This design comes from an exercise in tuning for small area on the open sky130 flow, not from production work. The RTL was checked by simulation tests, not by an equivalence proof against the original design.

==> run Z <==
==> flow/design.v <==
module encode(
	input		wire		vga_clk		,
	input		wire		sys_rst_n	,
	input		wire [7:0]	data_in		,	 
	input		wire		hsync		,	 
	input		wire		vsync		,	 
	input		wire		de			,	 
	input		wire		de3			,	 
	output		wire [9:0]	data_out
);
wire [8:0]	q_m;
tmds_qm qm(.d(data_in), .q_m(q_m));
reg  [7:0]	s;
reg			s8;
always @(posedge vga_clk or negedge sys_rst_n) begin
	if (!sys_rst_n) begin
		s  <= 8'b0;
		s8 <= 1'b0;
	end
	else begin
		s  <= de ? q_m[7:0] : {7'b1010101, ~vsync};
		s8 <= de ? q_m[8] : hsync;
	end
end
reg  [3:0]	cnt;
wire		c1 = ~s8;					 
wire		a0, a1, b0, b1, h0, h1, p0, p1, d1, e1, e2, f2;
assign {a1, a0} = fa(s[0], s[1], s[2]);
assign {b1, b0} = fa(s[3], s[4], s[5]);
assign {h1, h0} = {s[6] & s[7], s[6] ^ s[7]};
assign {d1, p0} = fa(a0, b0, h0);
assign {e2, e1} = fa(a1, b1, h1);
assign {f2, p1} = {d1 & e1, d1 ^ e1};
wire [3:0]	p = {e2 & f2, e2 ^ f2, p1, p0};
wire		p_eq = ~p0 & (e2 ? ~(d1 | e1) : (d1 & e1));	 
wire		p_lt = ~e2 & ~(d1 & e1);						 
wire		p_gt = ~p_eq & ~p_lt;							 
wire		c_z = (cnt == 4'd0);
wire		inv = (c_z | p_eq) ? c1 : (cnt[3] ? p_lt : p_gt);
wire [3:0]	cnt_nx = cnt + (p ^ {4{inv}}) + {~inv, inv | ~c1, c1 ^ inv, c1};
always @(posedge vga_clk)
	cnt <= de3 ? cnt_nx : 4'd0;
wire		x = de3 ? inv : s8;
assign data_out = {x, s8, s ^ {8{x}}};
function [1:0] fa(input a, input b, input c);
	fa = {(a & b) | (a & c) | (b & c), a ^ b ^ c};
endfunction
endmodule
module tmds_qm(
	input		wire [7:0]	d	,
	output		wire [8:0]	q_m
);
wire		sa = d[1] ^ d[2] ^ d[3];
wire		ca = (d[1] & d[2]) | (d[1] & d[3]) | (d[2] & d[3]);
wire		sb = d[4] ^ d[5] ^ d[6];
wire		cb = (d[4] & d[5]) | (d[4] & d[6]) | (d[5] & d[6]);
wire		cc = (d[7] & sa) | (d[7] & sb) | (sa & sb);
wire		c1 = (ca & cb) | (ca & cc) | (cb & cc);
wire [7:0]	qx;
assign qx[0] = d[0];
genvar i;
generate for (i = 1; i < 8; i = i + 1) begin : g_x
	assign qx[i] = qx[i-1] ^ d[i];
end endgenerate
assign q_m = {~c1, qx ^ {c1, 1'b0, c1, 1'b0, c1, 1'b0, c1, 1'b0}};
endmodule
module hdmi_ctrl
(
	input	wire		vga_clk		,
	input	wire		sys_rst_n	,
	input	wire		rgb_valid	,
	input	wire		hsync		,
	input	wire		vsync		,
	input	wire [7:0]	red			,
	input	wire [7:0]	green		,
	input	wire [7:0]	blue		,
	output	wire [9:0]	tmds_r		,
	output	wire [9:0]	tmds_g		,
	output	wire [9:0]	tmds_b
);
reg			de1, de2, de3;
reg	[1:0]	cs1, cs2;		 
reg	[21:0]	px1, px2;		 
always @(posedge vga_clk or negedge sys_rst_n) begin
	if (!sys_rst_n) begin
		de1 <= 1'b0;
		cs1 <= 2'b0;
		de2 <= 1'b0;
		cs2 <= 2'b0;
		de3 <= 1'b0;
	end
	else begin
		de1 <= rgb_valid;
		cs1 <= rgb_valid ? red[1:0] : {vsync, hsync};
		de2 <= de1;
		cs2 <= cs1;
		de3 <= de2;
	end
end
always @(posedge vga_clk) begin
	px1 <= {blue, green, red[7:2]};
	px2 <= px1;
end
wire		hs2 = cs2[0];
wire		vs2 = cs2[1];
encode encode_r(
	.vga_clk		(vga_clk	),
	.sys_rst_n		(sys_rst_n	),
	.data_in		({px2[5:0], cs2}),
	.hsync			(hs2		),
	.vsync			(vs2		),
	.de				(de2		),
	.de3			(de3		),
	.data_out		(tmds_r		)
);
encode encode_g(
	.vga_clk		(vga_clk	),
	.sys_rst_n		(sys_rst_n	),
	.data_in		(px2[13:6]	),
	.hsync			(hs2		),
	.vsync			(vs2		),
	.de				(de2		),
	.de3			(de3		),
	.data_out		(tmds_g		)
);
encode encode_b(
	.vga_clk		(vga_clk	),
	.sys_rst_n		(sys_rst_n	),
	.data_in		(px2[21:14]	),
	.hsync			(hs2		),
	.vsync			(vs2		),
	.de				(de2		),
	.de3			(de3		),
	.data_out		(tmds_b		)
);
endmodule
==> flow/flow/run.sh <==
#!/bin/bash
# Layout flow: the standard ORFS flow, with two changes.
#  - synthesis runs Yosys's synth with -noabc, so the structure written in the
#    RTL (full and half adders) reaches extract_fa and ABC's mapping intact;
#  - the port buffers buffer_ports inserts are buf_1 cells.
# Everything else (floorplan, power grid, placement, CTS, routing) is the
# standard flow. The full make output goes to flow_make.log here; ORFS keeps
# each step's log under orfs/logs/.
set -euo pipefail
export BUFFER_PORTS_ARGS="-buffer_cell sky130_fd_sc_hd__buf_1"
bash standard.sh SYNTH_ARGS=-noabc finish > flow_make.log 2>&1
==> flow/standard.sh <==
#!/bin/bash
# synth_recipe.tcl (not shown) runs the flow's synth.tcl, then flattens the netlist and writes it again
# the make line also repeats each setting of config.mk as NAME=value (left out here)
make -C /OpenROAD-flow-scripts/flow DESIGN_CONFIG=/design/flow/config.mk WORK_HOME=/design/flow/orfs CLKGATE_MAP_FILE= SYNTH_SCRIPT=/design/flow/synth_recipe.tcl "${@:-finish}"
==> flow/config.mk <==
export PLATFORM = sky130hd
export DESIGN_NAME = hdmi_ctrl
export DESIGN_NICKNAME = hdmi_ctrl
export VERILOG_FILES = /design/flow/design.v
export SDC_FILE = /design/flow/constraint.sdc
export NUM_CORES = 4
export LEC_CHECK = 0
export CAP_MARGIN = 20
export CORE_MARGIN = 2
export CORE_UTILIZATION = 40
export SLEW_MARGIN = 20
==> flow/constraint.sdc <==
create_clock -name core_clock -period 5.0 [get_ports {vga_clk}]
set_input_delay 1.0000 -clock core_clock [delete_from_list [all_inputs] [get_ports {vga_clk}]]
set_output_delay 1.0000 -clock core_clock [all_outputs]
set_load 0.01 [all_outputs]
==> inputs of run R, as changes to run Z <==
==> flow/design.v (replaced) <==
module encode(
	input		wire		vga_clk		,
	input		wire		sys_rst_n	,
	input		wire [7:0]	data_in		,	 
	input		wire		hsync		,	 
	input		wire		vsync		,	 
	input		wire		de			,	 
	output		reg	 [9:0]	data_out
);
reg  [3:0]	cnt;
wire [3:0]	n_d = data_in[0] + data_in[1] + data_in[2] + data_in[3]
				+ data_in[4] + data_in[5] + data_in[6] + data_in[7];
wire		c1  = (n_d > 4'd4) || ((n_d == 4'd4) && !data_in[0]);
wire [7:0]	qx;
assign qx[0] = data_in[0];
genvar i;
generate for (i = 1; i < 8; i = i + 1) begin : g_x
	assign qx[i] = qx[i-1] ^ data_in[i];
end endgenerate
wire [7:0]	q_m = qx ^ {c1, 1'b0, c1, 1'b0, c1, 1'b0, c1, 1'b0};
wire [3:0]	n1 = q_m[0] + q_m[1] + q_m[2] + q_m[3] + q_m[4] + q_m[5] + q_m[6] + q_m[7];
wire [3:0]	h = n1 - 4'd4;	 
wire		inv;
reg  [3:0]	cnt_nx;
assign inv = ((cnt == 4'd0) || (h == 4'd0)) ? c1 :
			 ((cnt[3] == h[3]) ? 1'b1 : 1'b0);
always @(*) begin
	if ((cnt == 4'd0) || (h == 4'd0))
		cnt_nx = c1 ? (cnt - h) : (cnt + h);
	else if (cnt[3] == h[3])
		cnt_nx = cnt + {3'b0, ~c1} - h;
	else
		cnt_nx = cnt - {3'b0, c1} + h;
end
always @(posedge vga_clk or negedge sys_rst_n) begin
	if (!sys_rst_n)
		data_out <= 10'b0;
	else if (de)
		data_out <= {inv, ~c1, q_m ^ {8{inv}}};
	else
		data_out <= {{1'b0, 1'b0, 1'b1, 1'b0, 1'b1, 1'b0, 1'b1, 1'b0, 1'b1} ^ {9{hsync}}, ~(hsync ^ vsync)};
end
always @(posedge vga_clk)
	cnt <= de ? cnt_nx : 4'd0;
endmodule
module hdmi_ctrl
(
	input	wire		vga_clk		,
	input	wire		sys_rst_n	,
	input	wire		rgb_valid	,
	input	wire		hsync		,
	input	wire		vsync		,
	input	wire [7:0]	red			,
	input	wire [7:0]	green		,
	input	wire [7:0]	blue		,
	output	wire [9:0]	tmds_r		,
	output	wire [9:0]	tmds_g		,
	output	wire [9:0]	tmds_b
);
reg			de1, de2;
reg	[1:0]	cs1, cs2;		 
reg	[21:0]	px1, px2;		 
always @(posedge vga_clk or negedge sys_rst_n) begin
	if (!sys_rst_n) begin
		de1 <= 1'b0;
		cs1 <= 2'b0;
		de2 <= 1'b0;
		cs2 <= 2'b0;
	end
	else begin
		de1 <= rgb_valid;
		cs1 <= rgb_valid ? red[1:0] : {vsync, hsync};
		de2 <= de1;
		cs2 <= cs1;
	end
end
always @(posedge vga_clk) begin
	px1 <= {blue, green, red[7:2]};
	px2 <= px1;
end
wire		hs2 = cs2[0];
wire		vs2 = cs2[1];
encode encode_r(
	.vga_clk		(vga_clk	),
	.sys_rst_n		(sys_rst_n	),
	.data_in		({px2[5:0], cs2}),
	.hsync			(hs2		),
	.vsync			(vs2		),
	.de				(de2		),
	.data_out		(tmds_r		)
);
encode encode_g(
	.vga_clk		(vga_clk	),
	.sys_rst_n		(sys_rst_n	),
	.data_in		(px2[13:6]	),
	.hsync			(hs2		),
	.vsync			(vs2		),
	.de				(de2		),
	.data_out		(tmds_g		)
);
encode encode_b(
	.vga_clk		(vga_clk	),
	.sys_rst_n		(sys_rst_n	),
	.data_in		(px2[21:14]	),
	.hsync			(hs2		),
	.vsync			(vs2		),
	.de				(de2		),
	.data_out		(tmds_b		)
);
endmodule
==> flow/run.sh (new file) <==
#!/bin/bash
# synth_recipe.tcl (not shown) runs the flow's synth.tcl, then flattens the netlist and writes it again
# the make line also repeats each setting of config.mk as NAME=value (left out here)
make -C /OpenROAD-flow-scripts/flow DESIGN_CONFIG=/design/flow/config.mk WORK_HOME=/design/flow/orfs CLKGATE_MAP_FILE= SYNTH_SCRIPT=/design/flow/synth_recipe.tcl finish
removed: flow/flow/run.sh
removed: flow/standard.sh
==> inputs of run X, as changes to run Z <==
--- a/flow/design.v
+++ b/flow/design.v
@@ -26,23 +26,14 @@
 wire		c1 = ~s8;					 
-wire		a0, a1, b0, b1, h0, h1, p0, p1, d1, e1, e2, f2;
-assign {a1, a0} = fa(s[0], s[1], s[2]);
-assign {b1, b0} = fa(s[3], s[4], s[5]);
-assign {h1, h0} = {s[6] & s[7], s[6] ^ s[7]};
-assign {d1, p0} = fa(a0, b0, h0);
-assign {e2, e1} = fa(a1, b1, h1);
-assign {f2, p1} = {d1 & e1, d1 ^ e1};
-wire [3:0]	p = {e2 & f2, e2 ^ f2, p1, p0};
-wire		p_eq = ~p0 & (e2 ? ~(d1 | e1) : (d1 & e1));	 
-wire		p_lt = ~e2 & ~(d1 & e1);						 
-wire		p_gt = ~p_eq & ~p_lt;							 
+wire [3:0]	p = s[0] + s[1] + s[2] + s[3] + s[4] + s[5] + s[6] + s[7];
+wire		p_eq = (p == 4'd4);			 
+wire		p_lt = ~p[3] & ~p[2];		 
+wire		p_gt = ~p_eq & ~p_lt;		 
 wire		c_z = (cnt == 4'd0);
 wire		inv = (c_z | p_eq) ? c1 : (cnt[3] ? p_lt : p_gt);
-wire [3:0]	cnt_nx = cnt + (p ^ {4{inv}}) + {~inv, inv | ~c1, c1 ^ inv, c1};
+wire [3:0]	cnt_keep = cnt + p - 4'd4 - {3'b0, c1};
+wire [3:0]	cnt_inv  = cnt - p + 4'd4 + {3'b0, ~c1};
 always @(posedge vga_clk)
-	cnt <= de3 ? cnt_nx : 4'd0;
+	cnt <= de3 ? (inv ? cnt_inv : cnt_keep) : 4'd0;
 wire		x = de3 ? inv : s8;
 assign data_out = {x, s8, s ^ {8{x}}};
-function [1:0] fa(input a, input b, input c);
-	fa = {(a & b) | (a & c) | (b & c), a ^ b ^ c};
-endfunction
 endmodule
==> flow/run.sh (new file) <==
#!/bin/bash
# synth_recipe.tcl (not shown) runs the flow's synth.tcl, then flattens the netlist and writes it again
# the make line also repeats each setting of config.mk as NAME=value (left out here)
make -C /OpenROAD-flow-scripts/flow DESIGN_CONFIG=/design/flow/config.mk WORK_HOME=/design/flow/orfs CLKGATE_MAP_FILE= SYNTH_SCRIPT=/design/flow/synth_recipe.tcl finish
removed: flow/flow/run.sh
removed: flow/standard.sh
==> summary.txt <==
- The flow ran to the end, but the layout failed its checks.
- The checks that failed: setup timing.
- The cell with the most instances after synthesis is inv_1.
- Clock-pin slew was measured on the worst setup and hold paths at 0.07 ns.
- The detailed router finished its first iteration with 153 violations.
- The multi-input combinational cells in the finished layout cover a total of 4060 µm².
- Setup violations remaining at the end of the flow were counted as 39.
- In the post-route analysis, the smallest setup slack over all paths is -2.05 ns.
- The global routing met3 resource utilization is 3.46%.
- The number of multi-input combinational cells is 352.
- The finished layout holds 924 standard cells, fillers aside.
- Leaving out the clock tree, the finished layout contains an inverter count of 77.
- Summing all flip-flop and latch instances after layout gives 2030 µm².
- The clock period minus worst slack is 7.05 ns.
The numbers above come from run R.

==> summary.txt <==
- The run finished with no timing, DRC or antenna violations.
- The register clock-pin slew on the reported worst setup and hold paths is 0.06 ns.
- The number of ordinary inverters in the final layout is 35.
- The least setup slack across all paths after layout is 0.637 ns.
- The number of endpoints failing setup at the final stage is 0.
- The number of multi-input combinational cells is 223.
- Across the whole layout, storage elements account for 1970 µm².
- The cell with the most instances after synthesis is dfxtp_1.
- The iteration-0 DRC count of the detailed router is 79.
- In the global route stage, met3 resource usage came out at 3.35%.
- The clock period minus worst slack is 4.36 ns.
The numbers above come from run Z.

==> summary.txt <==
- Setup violations remaining at the end of the flow were counted as 10.
- The number of ordinary inverters in the final layout is 74.
- The register clock-pin slew on the reported worst setup and hold paths is 0.07 ns.
- In the final layout, the multi-input gates occupy 2780 µm².
- The least setup slack across all paths after layout is -0.0326 ns.
- The clock period minus worst slack is 5.03 ns.
- The checks that failed were setup timing.
- The iteration-0 DRC count of the detailed router is 80.
- The run finished, with violations left.
- Global routing used 4.02% of the available met3 tracks.
- The biggest slice of the area belongs to multi-input combinational cells.
- The final standard cell count with taps included and fillers excluded is 702.
- The number of multi-input combinational cells is 276.
- inv_1 is the most common cell in the netlist.
- Summing all flip-flop and latch instances after layout gives 1970 µm².
The numbers above come from run X.

==> port drivers added, routing unchanged <==
Ports are ideal in the flow. The routed layouts listed here were re-timed in OpenROAD.
Step 1, drivers: a clkbuf_16 drives vga_clk and a buf_2 each remaining input, both assumed.
Step 2 moves the port delays by t, midway between the first and last clock arrival at a register: inputs arrive t later, outputs are due t later. That takes back most of the time a late clock gives input paths.
a / b / c = no drivers / after step 1 / after step 2; a / b = the first two.
run	shift t [ns]	setup WS [ns]	hold WS [ns]	clock arrival spread, ns	cell pins on the clock port's net
run Z	0.359	0.637 / 0.637 / 0.637	0.327 / 0.327 / 0.327	0.007 / 0.008	1
run R	0.390	-2.049 / -2.049 / -2.049	0.328 / 0.328 / 0.328	0.009 / 0.009	1
run X	0.373	-0.033 / -0.068 / 0.222	0.324 / 0.324 / 0.324	0.012 / 0.011	1
